This is an optimization exercise on Yosys and OpenROAD, whose aim is a short achievable clock period and few clock cycles, not a production implementation.
The RTL was checked by simulation tests, not by an equivalence proof against the original design.
Power is estimated from default activity; no workload was simulated.

--- config.mk ---
export PLATFORM = sky130hd
export DESIGN_NAME = mips
export DESIGN_NICKNAME = mips
export VERILOG_FILES = /design/flow/design.v
export SDC_FILE = /design/flow/constraint.sdc
export NUM_CORES = 4
export LEC_CHECK = 0
export CAP_MARGIN = 20
export CORE_MARGIN = 2
export CORE_UTILIZATION = 40
export SLEW_MARGIN = 20
--- run.sh ---
#!/bin/bash
# synth_recipe.tcl (not shown) runs the flow's synth.tcl, then flattens the netlist and writes it again
# the make line also repeats each setting of config.mk as NAME=value (left out here)
make -C /OpenROAD-flow-scripts/flow DESIGN_CONFIG=/design/flow/config.mk WORK_HOME=/design/flow/orfs CLKGATE_MAP_FILE= SYNTH_SCRIPT=/design/flow/synth_recipe.tcl finish
--- design.v ---
`timescale 1ns / 1ps
module MUX2to1
	 #(
	 parameter DATABIT = 32
	 )
	 (
    input Sel,
    input [DATABIT - 1:0] Input0,
    input [DATABIT - 1:0] Input1,
    output [DATABIT - 1:0] Out
    );
	 reg [DATABIT - 1:0] OutReg;
	 assign Out = OutReg;
	 always @* begin
	     case (Sel)
		      1'b1 : OutReg <= Input1;
				default : OutReg <= Input0;
		  endcase
	 end
endmodule
module MUX3to1
	 #(
	 parameter DATABIT = 32
	 )
	 (
    input [1:0] Sel,
    input [DATABIT - 1:0] Input0,
    input [DATABIT - 1:0] Input1,
    input [DATABIT - 1:0] Input2,
    output [DATABIT - 1:0] Out
    );
	 reg [DATABIT - 1:0] OutReg;
	 assign Out = OutReg;
	 always @* begin
	     case (Sel)
		      2'b10 : OutReg <= Input2;
				2'b01 : OutReg <= Input1;
				default : OutReg <= Input0;
		  endcase
	 end
endmodule
module MUX4to1
	 #(
	 parameter DATABIT = 32
	 )
	 (
    input [1:0] Sel,
    input [DATABIT - 1:0] Input0,
    input [DATABIT - 1:0] Input1,
    input [DATABIT - 1:0] Input2,
    input [DATABIT - 1:0] Input3,
    output [DATABIT - 1:0] Out
    );
	 reg [DATABIT - 1:0] OutReg;
	 assign Out = OutReg;
	 always @* begin
	     case (Sel)
		      2'b11 : OutReg <= Input3;
				2'b10 : OutReg <= Input2;
				2'b01 : OutReg <= Input1;
				default : OutReg <= Input0;
		  endcase
	 end
endmodule
module MUX5to1
	 #(
	 parameter DATABIT = 32
	 )
	 (
    input [2:0] Sel,
    input [DATABIT - 1:0] Input0,
    input [DATABIT - 1:0] Input1,
    input [DATABIT - 1:0] Input2,
    input [DATABIT - 1:0] Input3,
	input [DATABIT - 1:0] Input4,
    output [DATABIT - 1:0] Out
    );
	 reg [DATABIT - 1:0] OutReg;
	 assign Out = OutReg;
	 always @* begin
	    case (Sel)
				3'b100 : OutReg <= Input4; 
				3'b011: OutReg <= Input3;  
				3'b010 : OutReg <= Input2; 
				3'b001: OutReg <= Input1; 
				default : OutReg <= Input0;
		endcase
	 end
endmodule
`timescale 1ns / 1ps
module ALU(
    input [31:0] A,
    input [31:0] B,
    input [3:0] ALUCtr,
    output [31:0] Out,
    output Zero
    );
	 reg [31:0] OutReg;
	 assign Out = OutReg;
	 assign Zero = OutReg == 32'b0;
	 localparam ADD = 4'b0000;
	 localparam SUB = 4'b0001;
	 localparam AND = 4'b0100;
	 localparam OR = 4'b0101;
	 localparam XOR = 4'b0111;
	 localparam NOR = 4'b0110;
	 localparam LOGICLEFTSHIFT = 4'b1100;
	 localparam LOGICRIGHTSHIFT = 4'b1101;
	 localparam ARITHMETICRIGHTSHIFT = 4'b1111;
	 localparam LOGICLEFTSHIFT1 = 4'b1010;
	 localparam LOGICRIGHTSHIFT1 = 4'b1110;
	 localparam ARITHMETICRIGHTSHIFT1 = 4'b1011;
	 localparam SLT = 4'b1000;
	 localparam SLTU = 4'b1001;
	 always @* begin
	     case (ALUCtr)
				ADD : OutReg <= A + B;
				SUB : OutReg <= A - B;
				AND : OutReg <= A & B;
				OR : OutReg <= A | B;
				XOR : OutReg <= A ^ B;
				NOR : OutReg <= ~(A|B);
				LOGICLEFTSHIFT : OutReg <= B << A; 
				LOGICRIGHTSHIFT : OutReg <= B >> A; 
				ARITHMETICRIGHTSHIFT : OutReg <= ($signed(B)) >>> A; 
				LOGICLEFTSHIFT1 : OutReg <= B << A[4:0];  
				LOGICRIGHTSHIFT1 : OutReg <= B >> A[4:0];  
				ARITHMETICRIGHTSHIFT1 : OutReg <= ($signed(B)) >>> A[4:0]; 
				SLT : OutReg <= $signed(A) < $signed(B);
				default   : OutReg <= $unsigned(A) < $unsigned(B);
		  endcase
	 end
endmodule
`timescale 1ns / 1ps
module EXT(
    input [15:0] Imm,
    input [1:0] EXTCtr,
    output [31:0] Out
    );
	 reg [31:0] OutReg;
	 assign Out = OutReg;
	 localparam ZERO = 2'b01;
	 localparam LOW = 2'b10;
	 always @* begin
	     case (EXTCtr)
				LOW : OutReg <= {Imm, 16'b0};
				ZERO : OutReg <= {16'b0, Imm};
		      default   : OutReg <= {{16{Imm[15]}}, Imm};
		  endcase
	 end
endmodule
`timescale 1ns / 1ps
module GRF(
    input Clk,
    input Rst,
    input [4:0] rs, 
    input [4:0] rt, 
    input [4:0] rd, 
    input RegWrite,
    input [31:0] WriteData,
	input [31:0] PC,
    output [31:0] OutA,
    output [31:0] OutB,
	output [4:0] RS,
	output [4:0] RT
    );
	 reg [31:0] RegFile[31:0];
	 reg [4:0] RegRs,RegRt;
	 assign OutA = rs == 5'b0 ? 32'b0 : RegFile[rs];
	 assign OutB = rt == 5'b0 ? 32'b0 : RegFile[rt];
	 assign RS = RegRs;
	 assign RT = RegRt;
	 integer i;
	 always @(posedge Clk) begin
			RegRs <= rs;
			RegRt <= rt;
	     if (Rst == 1'b1) begin
				for (i = 0; i <= 31; i = i + 1) begin
				    RegFile[i] <= 32'b0;
				end
		  end
		  else begin
			  if (RegWrite == 1'b1) begin
					if (rd != 5'b0 ) begin
						 RegFile[rd] <= WriteData;
					end
			  end
		  end
	 end
endmodule
`timescale 1ns / 1ps
module PC(
    input Clk,
    input Rst,
	input En,
    input [31:0] nPC,
    output [31:0] PCOut
    );
	 reg [31:0] PC;
	 assign PCOut = PC;
	 always @(posedge Clk) begin
        if (Rst == 1'b1) begin
		      PC <= 32'h0000;
		  end
		   else  if(En)begin
		      PC <= nPC;
		  end
	 end
endmodule
`timescale 1ns / 1ps
module DM(
    input [31:0] Addr,
	input [1:0] MemWriteCtr,
    input [31:0] WriteData,
	input [2:0] MemOutCtr,
	input [31:0] MemRData,
    output [31:0] Out,
    output [31:0] MemWData
    );
	 reg [31:0] OutReg;
	 reg [31:0] WriteDataReg;
	 wire [31:0] Word = MemRData;
	 assign Out = OutReg;
	 assign MemWData = WriteDataReg;
	 localparam LH = 3'b001;
	 localparam LB = 3'b010;
	 localparam LHU = 3'b100;
	 localparam LBU = 3'b110;
	 localparam SH = 2'b01;
	 localparam SB = 2'b10;
	 always @* begin
		  case (MemOutCtr)
		   	LB : begin
				    case (Addr[1:0])
						  2'b11 : OutReg <= {{24{Word[31]}}, Word[31:24]};
						  2'b10 : OutReg <= {{24{Word[23]}}, Word[23:16]};
						  2'b01 : OutReg <= {{24{Word[15]}}, Word[15:8]};
					  	  default : OutReg <= {{24{Word[7]}}, Word[7:0]};
				    endcase
			   end
			LH : begin
					case (Addr[1])
							1'b1 : OutReg <= {{16{Word[31]}}, Word[31:16]};
					    	default : OutReg <= {{16{Word[15]}}, Word[15:0]};
				    endcase
			   end
			LBU : begin 
					case (Addr[1:0])
						  2'b11 : OutReg <= {{24'b0}, Word[31:24]};
						  2'b10 : OutReg <= {{24'b0}, Word[23:16]};
						  2'b01 : OutReg <= {{24'b0}, Word[15:8]};
					  	  default : OutReg <= {{24'b0}, Word[7:0]};
				    endcase
			   end
			LHU : begin
					case (Addr[1])
							1'b1 : OutReg <= {16'b0, Word[31:16]};
					    	default : OutReg <= {16'b0, Word[15:0]};
				    endcase
			   end
			default  : OutReg <= Word;
		  endcase
    end
	 always @* begin
		  case (MemWriteCtr)
			   SB : begin
					 case (Addr[1:0])
						  2'b11 : WriteDataReg <= {WriteData[7:0], Word[23:16], Word[15:8], Word[7:0]};
						  2'b10 : WriteDataReg <= {Word[31:24], WriteData[7:0], Word[15:8], Word[7:0]};
						  2'b01 : WriteDataReg <= {Word[31:24], Word[23:16], WriteData[7:0], Word[7:0]};
						  default : WriteDataReg <= {Word[31:24], Word[23:16], Word[15:8], WriteData[7:0]};
			 	 	 endcase
			   end
			   SH : begin
				 	 case (Addr[1])
						  1'b1 : WriteDataReg <= {WriteData[15:0], Word[15:0]};
						  default : WriteDataReg <= {Word[31:16], WriteData[15:0]};
					 endcase
			   end
			   default   : begin
					 WriteDataReg <= WriteData;
			   end
		  endcase
	 end
endmodule
module MidReg(
	input Clk,
	input Rst,
	input En, 
	input stall,
	input [297:0]Input_,
	output  [297:0]Output_
);
reg [297:0]migreg;
assign Output_ = migreg;
	always@(negedge Clk) begin
		if(Rst || stall)begin
			migreg<= 298'b0;
		end
		else if(En) begin
			migreg<= Input_;
		end
	end
endmodule
module SideWay(
	input[4:0] ExMemRd,
	input[4:0]MemWbRd,
	input ExMemRegWrite,
	input MemWbRegWrite,
	input [4:0]IdExRs,
	input [4:0]IdExRt,
	input [1:0]EXMeMRegWriteCtr, 
	input [1:0]MeMWbRegWriteCtr,
	input [2:0]ExMemnPCSel, 
	input ExMeMAluZero,
	output [1:0]forwardA,
	output [1:0]forwardB,
	output [3:0]MidRegWrite,
	output [3:0]Stall,
	output Pcen
	);
	reg [1:0]fA;
	reg [1:0]fB;
	reg [3:0]midregwrite;
	reg [3:0]stall;
	reg pcen;
	assign forwardA = fA;
	assign forwardB = fB;
	assign MidRegWrite =midregwrite;
	assign Stall = stall;
	assign Pcen = pcen;
	always @(*) begin
		fA <= 2'b00;
		fB <= 2'b00;
		midregwrite <= 4'b1111;
		stall <= 4'b0000;
		pcen <= 1'b1;
		case (ExMemnPCSel)     
            3'b001: stall <= (ExMeMAluZero) ? 4'b0110 : 4'b0;
            3'b010: stall <= 4'b0110; 
            3'b011: stall <= 4'b0110;
            3'b100: stall <= (!ExMeMAluZero) ? 4'b0110 : 4'b0;
            default: stall <= 4'b0;
        endcase   
		if (ExMemRegWrite != 0 && IdExRs == ExMemRd && ExMemRd != 5'b00000) begin
			if(EXMeMRegWriteCtr == 2'b01)begin  
				midregwrite <= 4'b1000; 
				stall <= 4'b0100; 
				pcen <=1'b0;
			end
			else begin
				fA <= 2'b10;
			end
		end 
		else if (MemWbRegWrite != 1'b0 && IdExRs == MemWbRd && MemWbRd != 5'b00000) begin 
				if(MeMWbRegWriteCtr == 2'b01) begin
					fA <= 2'b01;
				end
				else begin
					fA <= 2'b11;
				end
		end
		if (ExMemRegWrite != 0 && IdExRt == ExMemRd && ExMemRd != 5'b00000) begin
			if(EXMeMRegWriteCtr == 2'b01)begin  
				midregwrite <= 4'b1000; 
				stall <= 4'b0100; 
				pcen <=1'b0;
			end
			else begin
				fB <= 2'b10;
			end
		end 
		else if (MemWbRegWrite != 1'b0 && IdExRt == MemWbRd && MemWbRd != 5'b00000) begin 
				if(MeMWbRegWriteCtr == 2'b01) begin
					fB <= 2'b01;
				end
				else begin
					fB <= 2'b11;
				end
		end
	end
endmodule
`timescale 1ns / 1ps
module Controller(
    input [5:0] op,
    input [5:0] func,
    output RegWrite,
    output [1:0] RegWriteCtr,
    output [1:0] RegSel,
    output ALUSelA,
    output ALUSelB,
    output [3:0] ALUCtr,
    output MemWrite,
	output [1:0] MemWriteCtr,
    output [2:0] MemOutCtr,
    output [1:0] EXTCtr,
    output [2:0] nPCSel
    );
	wire RType = op == 6'b000000;
	wire ADDU = RType && func == 6'b100001;
	wire SUBU = RType && func == 6'b100011;
	wire ORI = op == 6'b001101;
	wire LW = op == 6'b100011;
	wire LH = op == 6'b100001;
	wire LB = op == 6'b100000;
	wire SW = op == 6'b101011;
	wire SH = op == 6'b101001;
	wire SB = op == 6'b101000;
	wire BEQ = op == 6'b000100;
	wire LUI = op == 6'b001111;
    wire JAL = op == 6'b000011;
    wire JR = RType && func == 6'b001000;
    wire SLL = RType && func == 6'b000000;
	wire SLT = RType && func == 6'b101010;
	wire ADD = RType && func == 6'b100000;
	wire SUB = RType && func == 6'b100010;
	wire AND = RType && func == 6'b100100;
	wire OR = RType && func == 6'b100101;
	wire SLTU = RType && func == 6'b101011;
	wire ADDI = op == 6'b001000;
	wire J = op == 6'b000010;
	wire NOR = RType && func == 6'b100111;
	wire SLTI = op == 6'b001010;
	wire BNE = op == 6'b000101;
	wire ANDI = op == 6'b001100;
	wire SRL =  RType && func == 6'b000010;
	wire SLLV =  RType && func == 6'b000100;
	wire SRLV =  RType && func == 6'b000110;
	wire JALR = RType && func == 6'b001001;
	wire LBU = op == 6'b100100;
	wire LHU = op == 6'b100101;
	wire XOR = RType && func == 6'b100110;
	wire SRA = RType && func == 6'b000011;
	wire SRAV =  RType && func == 6'b000111;
	assign RegWrite = ADDU || SUBU || ORI || LW || LH || LB || LUI || JAL || SLL || SLT 
	|| ADD || SUB || AND || OR || SLTU || ADDI || NOR || SLTI || ANDI || SRL || SRLV || SLLV || JALR || LBU || LHU || XOR || SRA || SRAV ;
	assign RegWriteCtr = {JAL || JALR , LW || LH || LB || LBU || LHU };
	assign RegSel = {JAL, ADDU || SUBU || SLL || SLT 
	|| ADD || SUB || AND || OR || SLTU || NOR || SRL || SLLV || SRLV || XOR || SRA || SRAV || JALR};
	assign ALUSelA = SLL || SRA || SRL;
	assign ALUSelB = ORI || LW || LH || LB || SW || SH || SB || LUI || ADDI || J || SLTI || ANDI || LBU || LHU;
	assign ALUCtr = {SLTU || SLTI || SRL||SRLV||SLL||SLLV||SRA ||SRAV||SLT,
	ORI||AND||OR||NOR||ANDI||SRL||SRLV||SLL ||JR || XOR||SRA||LUI||JR,
	NOR|| XOR||SRA||SRAV||SRLV||SLLV,
	SUBU || ORI||BEQ || SUB||OR||SRL||JR|| XOR||SRA||SRAV||LUI||JR||SLTU || BNE};
	assign MemWrite = SW || SH || SB;
	assign MemWriteCtr = {SB, SH};
	assign MemOutCtr = {LHU||LBU,LB||LBU, LH};
	assign EXTCtr = {LUI, ORI || ANDI};
	assign nPCSel = {BNE,JAL || JR || J||JALR, BEQ || JR || JALR};
endmodule
`timescale 1ns / 1ps
module datapath(
    input Clk,
    input Rst,
    input RegWrite,
    input [1:0] RegWriteCtr,
    input [1:0] RegSel,
    input ALUSelA,
    input ALUSelB,
    input [3:0] ALUCtr,
    input MemWrite,
    input [1:0] MemWriteCtr,
    input [2:0] MemOutCtr,
    input [1:0] EXTCtr,
    input [2:0] nPCSel,
    output [5:0] op,
    output [5:0] func,
    output [31:0] imem_addr,
    input [31:0] imem_rdata,
    output [31:0] dmem_addr,
    output dmem_we,
    output [31:0] dmem_wdata,
    input [31:0] dmem_rdata
    );
	 wire [31:0] nPC, PC, Instr;
	 wire [31:0] WriteData, RegOutA, RegOutB;
	 wire [4:0] rd;
	 wire [31:0] ALUInA, ALUInB, ALUOut,SdALUInA,SdALUInB;
	 wire ALUZero;
	 wire [31:0] EXTOut;
	 wire [31:0] DMOut;
	 wire [31:0]If_PC,If_Instr,Id_SignExt,Id_PC,Id_Instr,Id_RegOutA,Id_RegOutB,Id_WriteData,
				Ex_SignExt,Ex_PC,Ex_Instr,Ex_RegOutA,Ex_RegOutB,Ex_ALUOut,Ex_WriteData,Wb_ALUOut,
				Wb_PC,MeM_PC,MeM_Instr,MeM_RegOutB,MeM_ALUOut,MeM_DMOut,Wb_Instr,Wb_DMOut;
	 wire [4:0]Id_rs,Id_rt,Id_rd,Ex_rs,Ex_rt,Ex_rd,MeM_rs,MeM_rt,MeM_rd,Wb_rs,Wb_rt,Wb_rd;
	 wire [3:0] Id_ALUCtr,Ex_ALUCtr;
	 wire [2:0] Id_nPCSel,Id_MemOutCtr,Ex_MemOutCtr,Ex_nPCSel,MeM_MemOutCtr,MeM_nPCSel,Wb_MemOutCtr;
	 wire[1:0]Id_forwardA,Id_forwardB,Id_RegWriteCtr,Id_RegSel,Id_MemWriteCtr,Id_EXTCtr,
			  Ex_forwardA,Ex_forwardB,Ex_RegWriteCtr,Ex_RegSel,Ex_MemWriteCtr,Ex_EXTCtr,
			  MeM_RegWriteCtr,MeM_RegSel,MeM_MemWriteCtr,Wb_RegWriteCtr,Wb_RegSel;
	 wire Id_RegWrite,Id_ALUSelA,Id_ALUSelB,Id_MemWrite,Ex_RegWrite,Ex_ALUSelA,Ex_ALUSelB,
		  Wb_RegWrite,Ex_Zero,MeM_Zero,Ex_ALUZero,MeM_ALUZero,Wb_ALUZero;
	wire [83:0] IfId84;
	wire [149:0] IfId150;
	wire Id_Ex1; 
	wire [63:0] IdEx64;
	wire [67:0] ExMem68;
	wire [31:0] ExMem32_0;
	wire [31:0] ExMem32_1;
	wire [63:0] ExMem64;
	wire [5:0] ExMem6;
	wire [1:0] ExMem2;
	wire [67:0] MemWb68;
	wire [63:0] MemWb64;
	wire [8:0] MemWb9;
	wire [4:0]MemWb5;
	 wire [1:0]forwardA;
	 wire [1:0]forwardB;
	 wire [3:0]MidRegWrite;
	 wire [3:0]Stall;
	 wire Pcen;
	 assign op = Id_Instr[31:26];
	 assign func = Id_Instr[5:0];
	 assign Id_rs  = Id_Instr[25:21];
	  assign Id_rt  = Id_Instr[20:16];
	assign Id_ALUCtr = ALUCtr;
	assign Id_MemOutCtr = MemOutCtr;
	assign Id_nPCSel = nPCSel;
	assign Id_RegWriteCtr = RegWriteCtr;
	assign Id_RegSel = RegSel;
	assign Id_MemWriteCtr= MemWriteCtr;
	assign Id_EXTCtr= EXTCtr;
	assign Id_MemWrite = MemWrite;
	assign Id_RegWrite = RegWrite;
	assign Id_ALUSelA = ALUSelA;
	assign Id_ALUSelB = ALUSelB;
	assign Id_WriteData = 32'b0;
	assign Id_forwardA = 2'b00;
	assign Id_forwardB = 2'b00;
	MUX5to1#(.DATABIT(32)
				)
	 nPCSelMUX(.Sel(MeM_nPCSel),
	           .Input0(If_PC + 32'd4),
				  .Input1(MeM_ALUZero == 1'b0 ? If_PC + 32'd4 : MeM_PC + 32'd4 + {{14{MeM_Instr[15]}}, MeM_Instr[15:0], 2'b00}), 
				  .Input2({MeM_PC[31:28], MeM_Instr[25:0], 2'b00}), 
				  .Input3(MeM_ALUOut), 
				  .Input4(MeM_ALUZero != 1'b0 ? If_PC + 32'd4 : MeM_PC + 32'd4 + {{14{MeM_Instr[15]}}, MeM_Instr[15:0], 2'b00}), 
				  .Out(nPC)
				  );
	 PC pc(.Clk(Clk),
	       .Rst(Rst),
		   .En(Pcen),
			 .nPC(nPC), 
			 .PCOut(If_PC)
			 );
	 assign imem_addr = If_PC;
	 assign If_Instr = imem_rdata;
	 MUX3to1#(.DATABIT(5)
	         )
	 RegSelMUX(.Sel(Id_RegSel),
	           .Input0(Id_Instr[20:16]),
				  .Input1(Id_Instr[15:11]),
				  .Input2(5'h1f),
				  .Out(Id_rd)
				  );
	MUX3to1#(.DATABIT(32)
	         )
	  RegWriteCtrMUX(.Sel(Wb_RegWriteCtr),
	                .Input0(Wb_ALUOut),
						 .Input1(Wb_DMOut),
						 .Input2(Wb_PC + 32'd4),
						 .Out(WriteData)
						 );
	 GRF grf(.Clk(Clk),
	         .Rst(Rst),
			 .rs(Id_Instr[25:21]),
			 .rt(Id_Instr[20:16]),
			 .rd(Wb_rd),
			 .RegWrite(Wb_RegWrite),
			 .WriteData(WriteData),
			 .PC(Id_PC),
				.OutA(Id_RegOutA),
				.OutB(Id_RegOutB),
				.RS(),
				.RT()
				);
	MUX4to1#(.DATABIT(32)
	         )
	SideWayAluA(.Sel(forwardA),
				.Input0(Ex_RegOutA),
				.Input1(Wb_DMOut),
				.Input2(MeM_ALUOut),
				.Input3(Wb_ALUOut),
				.Out(SdALUInA)
	);
MUX4to1#(.DATABIT(32)
	         )
	SideWayAluB(.Sel(forwardB),
				.Input0(Ex_RegOutB),
				.Input1(Wb_DMOut),
				.Input2(MeM_ALUOut),
				.Input3(Wb_ALUOut),
				.Out(SdALUInB)
	); 
	 MUX2to1#(.DATABIT(32)
	         )
	 ALUSelAMUX(.Sel(Ex_ALUSelA),
	            .Input0(SdALUInA),
					.Input1({27'b0, Ex_Instr[10:6]}),
					.Out(ALUInA)
				   );
	 MUX2to1#(.DATABIT(32)
	         )
	 ALUSelBMUX(.Sel(Ex_ALUSelB),
	            .Input0(SdALUInB),
					.Input1(Ex_SignExt),
					.Out(ALUInB)
					);
	 ALU alu(.A(ALUInA),
	         .B(ALUInB),
				.ALUCtr(Ex_ALUCtr),
				.Out(Ex_ALUOut),
				.Zero(Ex_ALUZero)
				);
	 EXT ext(.Imm(Id_Instr[15:0]),
	         .EXTCtr(Id_EXTCtr),
				.Out(Id_SignExt)
				);
	 DM DM(.Addr(MeM_ALUOut),
			 .MemWriteCtr(MeM_MemWriteCtr),
			 .WriteData(MeM_RegOutB),
			 .MemOutCtr(MeM_MemOutCtr),
			 .MemRData(dmem_rdata),
			 	.Out(MeM_DMOut),
			 	.MemWData(dmem_wdata)
			 );
	 assign dmem_addr = MeM_ALUOut;
	 assign dmem_we = MeM_MemWrite;
MidReg RegIfId(	
				.Clk(Clk),
				.Rst(Rst), 
				.En(MidRegWrite[0]), 
				.stall(Stall[0]),
				.Input_({5'b0,79'b0,If_PC,If_Instr,150'b0}),
					.Output_({{IfId84},{Id_PC},{Id_Instr},{IfId150}})											 
					);
MidReg RegIdEx(
				.Clk(Clk),
				.Rst(Rst),
				.En(MidRegWrite[1] | ~Pcen), 
				.stall(Stall[1]),
				.Input_(Pcen ? {1'b0,Id_WriteData,Id_forwardA,Id_forwardB,Id_SignExt,Id_rs,Id_rt,Id_rd,Id_PC,Id_Instr,Id_RegOutA,Id_RegOutB,64'b0,
				Id_RegWrite,Id_RegWriteCtr,Id_RegSel,Id_ALUSelA,Id_ALUSelB,Id_ALUCtr,Id_MemWrite,Id_MemWriteCtr,Id_MemOutCtr,Id_EXTCtr,Id_nPCSel} :
				{Id_Ex1,Ex_WriteData,Ex_forwardA,Ex_forwardB,Ex_SignExt,Ex_rs,Ex_rt,Ex_rd,Ex_PC,Ex_Instr,SdALUInA,SdALUInB,IdEx64,
				Ex_RegWrite,Ex_RegWriteCtr,Ex_RegSel,Ex_ALUSelA,Ex_ALUSelB,Ex_ALUCtr,Ex_MemWrite,Ex_MemWriteCtr,Ex_MemOutCtr,Ex_EXTCtr,Ex_nPCSel}),
					.Output_({{Id_Ex1},{Ex_WriteData},{Ex_forwardA},{Ex_forwardB},{Ex_SignExt},{Ex_rs},{Ex_rt},{Ex_rd},{Ex_PC},{Ex_Instr},{Ex_RegOutA},{Ex_RegOutB},{IdEx64},
				{Ex_RegWrite},{Ex_RegWriteCtr},{Ex_RegSel},{Ex_ALUSelA},{Ex_ALUSelB},{Ex_ALUCtr},{Ex_MemWrite},{Ex_MemWriteCtr},{Ex_MemOutCtr},{Ex_EXTCtr},{Ex_nPCSel}})
				);
MidReg RegExMeM(
				.Clk(Clk),
				.Rst(Rst),
				.En(MidRegWrite[2]), 
				.stall(Stall[2]),
				.Input_({Ex_ALUZero,68'b0,Ex_rs,Ex_rt,Ex_rd,Ex_PC,Ex_Instr,32'b0,SdALUInB,Ex_ALUOut,32'b0,Ex_RegWrite,Ex_RegWriteCtr,Ex_RegSel,6'b0,Ex_MemWrite,
				Ex_MemWriteCtr,Ex_MemOutCtr,2'b0,Ex_nPCSel}),
					.Output_({{MeM_ALUZero},{ExMem68},{MeM_rs},{MeM_rt},{MeM_rd},{MeM_PC},{MeM_Instr},{ExMem32_0},{MeM_RegOutB},{MeM_ALUOut},{ExMem32_1},{MeM_RegWrite},{MeM_RegWriteCtr},{MeM_RegSel},{ExMem6},{MeM_MemWrite},
					{MeM_MemWriteCtr},{MeM_MemOutCtr},{ExMem2},{MeM_nPCSel}})
				);
MidReg RegMeMWb(
				.Clk(Clk),
				.Rst(Rst),
				.En(MidRegWrite[3]), 
				.stall(Stall[3]),
				.Input_({MeM_ALUZero,68'b0,MeM_rs,MeM_rt,MeM_rd,MeM_PC,MeM_Instr,64'b0,MeM_ALUOut,MeM_DMOut,MeM_RegWrite,MeM_RegWriteCtr,MeM_RegSel,9'b0,MeM_MemOutCtr,5'b0}
					),
					.Output_({Wb_ALUZero,{MemWb68},{Wb_rs},{Wb_rt},{Wb_rd},{Wb_PC},{Wb_Instr},{MemWb64},{Wb_ALUOut},{Wb_DMOut},{Wb_RegWrite},{Wb_RegWriteCtr},{Wb_RegSel},{MemWb9},{Wb_MemOutCtr},{MemWb5}}
					)
				);
SideWay sideway(	
				.ExMemRd(MeM_rd),
				.MemWbRd(Wb_rd),
				.ExMemRegWrite(MeM_RegWrite),
				.MemWbRegWrite(Wb_RegWrite),
				.IdExRs(Ex_rs),
				.IdExRt(Ex_rt),
				.EXMeMRegWriteCtr(MeM_RegWriteCtr),
				.MeMWbRegWriteCtr(Wb_RegWriteCtr),
				.ExMemnPCSel(MeM_nPCSel),
				.ExMeMAluZero(MeM_ALUZero),
					.forwardA(forwardA),
					.forwardB(forwardB),
					.MidRegWrite(MidRegWrite),
					.Stall(Stall),
					.Pcen(Pcen)
					);
endmodule
`timescale 1ns / 1ps
module mips(
    input clk,
    input reset,
    output [31:0] imem_addr,
    input [31:0] imem_rdata,
    output [31:0] dmem_addr,
    output dmem_we,
    output [31:0] dmem_wdata,
    input [31:0] dmem_rdata
    );
	 wire [5:0] op, func;
	 wire RegWrite, ALUSelA, ALUSelB, MemWrite;
	 wire [1:0] RegWriteCtr, RegSel, MemWriteCtr, EXTCtr;
	 wire [3:0] ALUCtr;
	 wire [2:0] MemOutCtr, nPCSel;
	 Controller Controller(.op(op),
	                       .func(func),
								  .RegWrite(RegWrite),
								  .RegWriteCtr(RegWriteCtr),
								  .RegSel(RegSel),
								  .ALUSelA(ALUSelA),
								  .ALUSelB(ALUSelB),
								  .ALUCtr(ALUCtr),
								  .MemWrite(MemWrite),
								  .MemWriteCtr(MemWriteCtr),
								  .MemOutCtr(MemOutCtr),
								  .EXTCtr(EXTCtr),
								  .nPCSel(nPCSel)
								  );
	 datapath datapath(.Clk(clk),
	                   .Rst(reset),
						.RegWrite(RegWrite),
					   	.RegWriteCtr(RegWriteCtr),
						.RegSel(RegSel),
						.ALUSelA(ALUSelA),
						.ALUSelB(ALUSelB),
						.ALUCtr(ALUCtr),
						.MemWrite(MemWrite),
						.MemWriteCtr(MemWriteCtr),
						.MemOutCtr(MemOutCtr),
						.EXTCtr(EXTCtr),
						.nPCSel(nPCSel),
							 .op(op),
	                   		 .func(func),
						.imem_addr(imem_addr),
						.imem_rdata(imem_rdata),
						.dmem_addr(dmem_addr),
						.dmem_we(dmem_we),
						.dmem_wdata(dmem_wdata),
						.dmem_rdata(dmem_rdata)
							 );
endmodule
--- constraint.sdc ---
create_clock -name core_clock -period 11.0 [get_ports {clk}]
set_input_delay 2.2000 -clock core_clock [delete_from_list [all_inputs] [get_ports {clk}]]
set_output_delay 2.2000 -clock core_clock [all_outputs]
set_load 0.01 [all_outputs]
==> results.py <==
metrics = {
    "die": {
        "rows": 171,
        "core_um2": 217000,
        "die_span_in_x_um": 470,
        "die_height_um": 470,
        "io_pins": 163,
        "initial_utilization_pct": 40.1,
        "design.die.area_um2": 221000,
    },
    "clock_network": {
        "post-cts-setup-buffer-count": 0,
        "clk-insertion-delay-late_ps": 840,
        "clk_pin_slew_ps": 40,
        "tritoncts.num_buffers": 169,
        "cts.htree.levels": 4,
        "cts_max_path_buffers": 3,
        "clock_sink_count": 1541,
        "cts_hold_repair.buffers": 0,
        "tritoncts_clock_tree": "done",
        "clock_tree.root_cell": "clkbuf_16",
    },
    "timing": {
        "final_layout_setup_total_negative_slack_ps": 0,
        "grt_setup_unrepaired": "true",
        "tightest_slew_ps": 1350,
        "finalClockSkew_ps": 74.1,
        "finalWorstSetupSlack_ps": 169,
        "timing.final.setup_violations": 0,
        "max_slew_margin_pct": 7.26,
        "slew_violations": 0,
        "hold_violations": 0,
    },
    "finish": {
        "finish.utilization_pct": 46.0,
        "final_nets": 8649,
        "final_layout_size_suffix_gt1_share_pct": 16.9,
        "final.fill_count": 20200,
        "relative_area_change_from_synthesis_to_final_layout_pct": 14.6,
        "finalInstanceArea_um2": 99600,
    },
    "setup_path": {
        "path_class": "reg2out",
        "cp_cell_sequence": "inv_1, ha_2, a21oi_1, o21bai_1, a22o_1, clkdlybuf4s50_1",
        "worst_path_largest_cell_delay_ps": 620,
        "worstPathRequired_ps": 8800,
        "critical_path_buf_inv_count": 2,
        "critical_path.endpoint_type": "primary output",
        "worst_ep_arrival_time_ps": 8630,
        "crit_slowest_cell": "o21bai_1",
        "critical_path.max_fanout": 13,
        "timing.critical_path.max_delay_family": "compound AO/OA/AOI/OAI gates",
        "cp_startpoint_kind": "flip-flop",
    },
    "grt": {
        "track_usage_pct": 34.1,
        "global_route_overflow": 0,
        "wire_length_of_the_first_global_routing_pass_mm": 542,
        "antenna_found_initial": 17,
        "pin_count_of_the_biggest_net_entering_global_routing": 162,
        "vias_in_the_first_global_route": 71800,
    },
    "synthesis": {
        "synthesis.yosys.warnings": 15,
        "synth_top_cells_by_count": "nor2_1 (1482), edfxtp_1 (1024), nand2_1 (706)",
        "synth_top_cell_area_share_pct": 35.4,
        "synth_seq_cells": 1541,
        "ys_top_cells_by_area": "edfxtp_1 (35%), mux4_2 (15%), dfxtp_1 (12%)",
        "number_of_instances_in_the_synthesized_netlist": 8006,
        "synthesis.area_per_instance_um2": 10.9,
        "synthFlopType": "edfxtp_1",
        "count_of_flip_flops_with_a_built_in_enable_after_synthesis": 1024,
        "most_common_cell_in_the_synthesized_netlist": "nor2_1",
        "post_synth_instance_area_um2": 86900,
        "synth-seq-area-share_pct": 47.3,
        "number_of_unique_standard_cell_types_used_by_synthesis": 125,
        "async_flop_share_pct": 0,
        "synthDominantAreaCellType": "edfxtp_1",
    },
    "routing": {
        "drcViolationCount": 0,
        "wl_mm": 386,
        "wire_per_inst_um": 33.8,
        "detail_route.vias_per_cell": 6.47,
        "drt_pass1_iterations": 10,
        "detail_route.iter0.violations": 11300,
        "route.antenna.remaining_nets": 0,
        "vias": 73900,
    },
    "pwr": {
        "vdd_ir_drop_max_v": 0.000172,
        "fin_total_pwr_mw": 16.4,
        "power.static_leakage_nw": 36.3,
        "power_per_cell_area_nw_per_um2": 165,
    },
    "flow_run": {
        "maxCapViolCount": 0,
    },
    "place": {
        "gp_congestion": 0.967,
        "dp_slack_ps": 564,
        "placed_area_um2": 92100,
        "detailed_place_hpwl_mm": 263,
        "buffer_ports.inserted": 162,
    },
    "min_path": {
        "min_delay_worst_type": "reg2reg",
    },
    "outcome": {
        "outcome": "finished clean",
    },
}
[sequential cells by signal, summed over array words and instances (netlist names)]
register / count
datapath.grf.RegFile: 1024
datapath.RegMeMWb.migreg: 104
datapath.pc.PC: 32
datapath.RegIdEx.migreg: 177
datapath.RegIfId.migreg: 64
datapath.RegExMeM.migreg: 140
[timing repair]
| action | 4_1_cts | 5_1_grt |
|---|---|---|
| hold endpoints to repair | 0 | 0 |
| endpoints found under the setup margin | 17 | 14 |
| pin swaps | 0 | 0 |
| gates cloned | 0 | 0 |
| resized for setup | 5 | 10 |
[final timing paths]
path | from | end | slack (ps) | depth (start not counted)
setup reg to reg | datapath.RegExMeM.migreg[151] | datapath.pc.PC[31] | 700 | 21
hold / removal | datapath.RegIdEx.migreg[155] | datapath.RegExMeM.migreg[155] | 440 | 1
hold reg to reg | datapath.RegIdEx.migreg[155] | datapath.RegExMeM.migreg[155] | 440 | 1
setup / recovery | datapath.RegExMeM.migreg[8] | dmem_wdata[5] | 170 | 6
[cell type report]
class                           count  area [um^2]  share of cell area (%)
Clock buffer                      201         4460                    4.47
Clock inverter                    595         2990                    3.00
Antenna cell                        7         17.5                  0.0176
Multi-Input combinational cell   5615        42900                    43.0
Tap cell                         2854         3570                    3.58
Timing Repair Buffer              463         4030                    4.05
Inverter                          143          539                   0.541
Sequential cell                  1541        41100                    41.3
[cell families after synthesis]
group	after synthesis	share of synthesized area, %
simple gates	2890	14.4
other cells	1	0.00432
buf+inv	881	4.12
compound gates	1529	12.2
mux	906	18.6
flops	1541	47.3
fa+ha+maj	165	2.40
xor+xnor	93	0.937
[power breakdown]
group | total, mW | switching (mW) | internal, mW
registers | 6.66 | 0.253 | 6.40
logic | 3.10 | 2.07 | 1.02
clock network | 6.66 | 3.08 | 3.58
[metal layers]
layer | vias to the layer above | track usage, % | wire length (um)
met4 | 10 | 18.0 | 22800
met1 | 37100 | 45.7 | 149000
met2 | 5211 | 50.2 | 167000
met3 | 965 | 9.57 | 47700
li1 | 30600 | - | -
met5 | - | 0 | 71
[placed cells by master (no fill, tap or decap), drive strengths merged, types with 25 or more instances in the layout]
cell and count:
inv 651, or3 31, o22ai 67, clkinv 56, mux2i 266, a31oi 44
nor2b 100, o32a 39, a211oi 62, nand3 103, conb 32, edfxtp 1024
mux2 79, xnor2 72, a21oi 442, nand2b 74, dfxtp 517, and3 37
mux4 561, buf 302, and2 116, clkbuf 201, nor3 106, nor4 29
a221oi 80, nor2 1483, clkdlybuf4s50 156, nand2 707, a22oi 69, a311oi 25
o21ai 257, o221ai 56, o211ai 42, nand4 30, o22a 42, ha 162
a21o 38
[metrics by stage]
step	instances	hold WS [ps]
floorplan	8037	414
global placement	10600	433
detailed placement	10600	439
global route	11400	447
CTS	11400	443
finish	11400	442
Testbench counts, summed over its fixed seeds: cycles 64,526.
